From an optimization exercise on the open Yosys and OpenROAD flow, aimed at small area; shortcuts taken in it are not production practice.
The RTL was checked by simulation tests, not by an equivalence proof against the original design.
The clock port is modelled as an ideal driver; clocking choices that lean on that would not hold on a real chip.
No activity file was given, so power comes from the tool's default toggle rates.

main:
// vga_top
module vga_top (
    input         clk,
    input         rst,
    input  [31:0] record,
    input  [ 6:0] state,
    output [ 3:0] red,
    output [ 3:0] green,
    output [ 3:0] blue,
    output        hs,
    output        vs
);
Size in the first run: roughly 330 cells after synthesis, roughly 24 flip-flops, roughly 55 I/O pins.
Settings: LEC_CHECK=0, CAP_MARGIN=0, CORE_MARGIN=2, CORE_UTILIZATION=65, SLEW_MARGIN=0; clock period 10.0 ns.
standard.sh (not shown) runs the stock make flow with config.mk's settings and CLKGATE_MAP_FILE= SYNTH_SCRIPT=/design/flow/synth_recipe.tcl, a recipe that flattens the netlist after the stock synthesis.
==> flow/flow/run.sh <==
#!/bin/bash
# Own layout flow: the standard ORFS flow (standard.sh, synth_recipe.tcl)
# with these changes:
#  - synthesis maps the logic with an area-oriented ABC script (flow/area.abc)
#    instead of ORFS's speed script (the RTL's logic is already optimised, see
#    gen/) and leaves adders as plain gates (no extract_fa); the rest of
#    synthesis is the standard flow's synth_recipe.tcl (same registers, flatten and rename);
#  - port buffers are buf_1 cells;
#  - CTS without dummy loads, with small clock buffers.
# Each step's full output goes to log_<step>.txt in the work folder.
set -uo pipefail
W=$PWD
{
  echo 'proc abc {args} {'
  echo '  set i [lsearch -exact $args -script]'
  echo '  if {$i >= 0} { set args [lreplace $args [expr {$i + 1}] [expr {$i + 1}] $::env(OWN_ABC_SCRIPT)] }'
  echo '  yosys abc {*}$args'
  echo '}'
  echo 'proc extract_fa {args} { puts "extract_fa skipped" }'
  cat "$W/synth_recipe.tcl"
} > "$W/own_synth.tcl"
sed -E "s#'?SYNTH_SCRIPT=[^ ]*#SYNTH_SCRIPT=$W/own_synth.tcl#" "$W/standard.sh" > "$W/own_standard.sh"
export OWN_ABC_SCRIPT="$W/flow/area.abc"
export BUFFER_PORTS_ARGS="-buffer_cell sky130_fd_sc_hd__buf_1"
export CTS_ARGS="-sink_clustering_enable -repair_clock_nets -dont_use_dummy_load -buf_list sky130_fd_sc_hd__clkbuf_8 -sink_clustering_size 30 -sink_clustering_max_diameter 100"
for t in synth floorplan place cts route finish; do
  echo "== $t"
  if ! bash "$W/own_standard.sh" "$t" > "$W/log_$t.txt" 2>&1; then
    echo "step $t failed"
    tail -40 "$W/log_$t.txt"
    exit 1
  fi
done
ls -l "$W/out"
==> flow/flow/area.abc <==
strash
dch -f
amap
topo
## Diff of input files: the feature branch against main
-- flow/flow/run.sh --
<<< main, line 8
#  - port buffers are buf_1 cells;
#  - CTS without dummy loads, with small clock buffers.
# Each step's full output goes to log_<step>.txt in the work folder.
>>> the feature branch, line 8
#  - port buffers are buf_1 cells;
#  - CTS without dummy loads, with clkbuf_8 buffers; after CTS the root
#    buffer, which drives only the leaf buffers, is shrunk to clkbuf_2
#    (flow/root.tcl).
# Each step's full output goes to log_<step>.txt in the work folder.
<<< main, line 25
export CTS_ARGS="-sink_clustering_enable -repair_clock_nets -dont_use_dummy_load -buf_list sky130_fd_sc_hd__clkbuf_8 -sink_clustering_size 30 -sink_clustering_max_diameter 100"
for t in synth floorplan place cts route finish; do
  echo "== $t"
>>> the feature branch, line 27
export CTS_ARGS="-sink_clustering_enable -repair_clock_nets -dont_use_dummy_load -buf_list sky130_fd_sc_hd__clkbuf_8 -sink_clustering_size 30 -sink_clustering_max_diameter 100"
run_step() {
  echo "== $1"
  if ! bash "$W/own_standard.sh" "$1" > "$W/log_$1.txt" 2>&1; then
    echo "step $1 failed"
    tail -40 "$W/log_$1.txt"
    exit 1
  fi
}
R="$W/orfs/results/$FLOW_PLATFORM/vga_top/base"
for t in synth floorplan place cts; do run_step "$t"; done
echo "== root clock buffer"
if ! LIB_FILE="$FLOW_HOME/platforms/sky130hd/lib/sky130_fd_sc_hd__tt_025C_1v80.lib" \
  ODB_IN="$R/4_cts.odb" ODB_OUT="$R/4_cts.odb" ROOT_CELL=sky130_fd_sc_hd__clkbuf_2 \
  openroad -no_init -exit "$W/flow/root.tcl" > "$W/log_rootbuf.txt" 2>&1; then
  echo "root buffer step failed"; tail -40 "$W/log_rootbuf.txt"; exit 1
fi
for t in route finish; do
  echo "== $t"
==> flow/flow/root.tcl (new file) <==
# Shrink the clock tree's root buffer: it drives only the leaf clock buffers.
read_liberty $::env(LIB_FILE)
read_db $::env(ODB_IN)
set block [ord::get_db_block]
set root ""
foreach inst [$block getInsts] {
  set m [[$inst getMaster] getName]
  if {[string match "sky130_fd_sc_hd__clkbuf_*" $m]} {
    set net [[$inst findITerm A] getNet]
    if {$net ne "NULL" && [llength [$net getBTerms]] > 0} { set root $inst }
  }
}
if {$root ne ""} {
  puts "root clock buffer [$root getName] ([[$root getMaster] getName]) -> $::env(ROOT_CELL)"
  replace_cell [$root getName] $::env(ROOT_CELL)
}
write_db $::env(ODB_OUT)
Findings:
The feature branch completed; timing, DRC and antenna clean
Diff main..the feature branch | non-clock buffer count | unchanged
Looking at clock group share of total power, the feature branch sits 2.7 points below main.
Utilization main -> the feature branch: down
Compared with main, in the feature branch maximum VDD drop ~0 delta; clock network power consumption shrank by about 12%; data arrival time of the worst path increased 50 ps; signed area change from the synthesized netlist to the final layout saw a decrease.
In the reports for main and the feature branch, the smaller post-route worst hold slack belongs to main.

[afterwards: timing with drivers on the ports]
Ports are ideal in the flow. The routed layouts listed here were re-timed in OpenROAD.
Step 1 (the two cells are an assumption about what drives the block):
set clk [get_ports {clk}]
set_driving_cell -lib_cell sky130_fd_sc_hd__clkbuf_16 $clk
set_driving_cell -lib_cell sky130_fd_sc_hd__buf_2 [delete_from_list [all_inputs] $clk]
Step 2 adds t to the input delays and takes it off the output delays; t is the mean of the earliest and latest rising clock arrival at the registers after step 1. Input paths then give back, and output paths get back, about the clock's delay inside the block.
a / b / c = ideal ports / drivers / drivers and shift; a / b = the first two.
run	shift t [ns]	setup WS [ns]	hold WS [ns]	cell pins on the clock port's net
main	0.284	3.743 / 3.742 / 3.457	0.476 / 0.476 / 0.476	1
the feature branch	0.308	3.769 / 3.764 / 3.456	0.480 / 0.480 / 0.480	1
After both steps setup and hold are still met in every run listed. For the feature branch, which loses most, drivers alone change the setup slack by -0.005 ns; drivers and shift together by -0.313 ns.
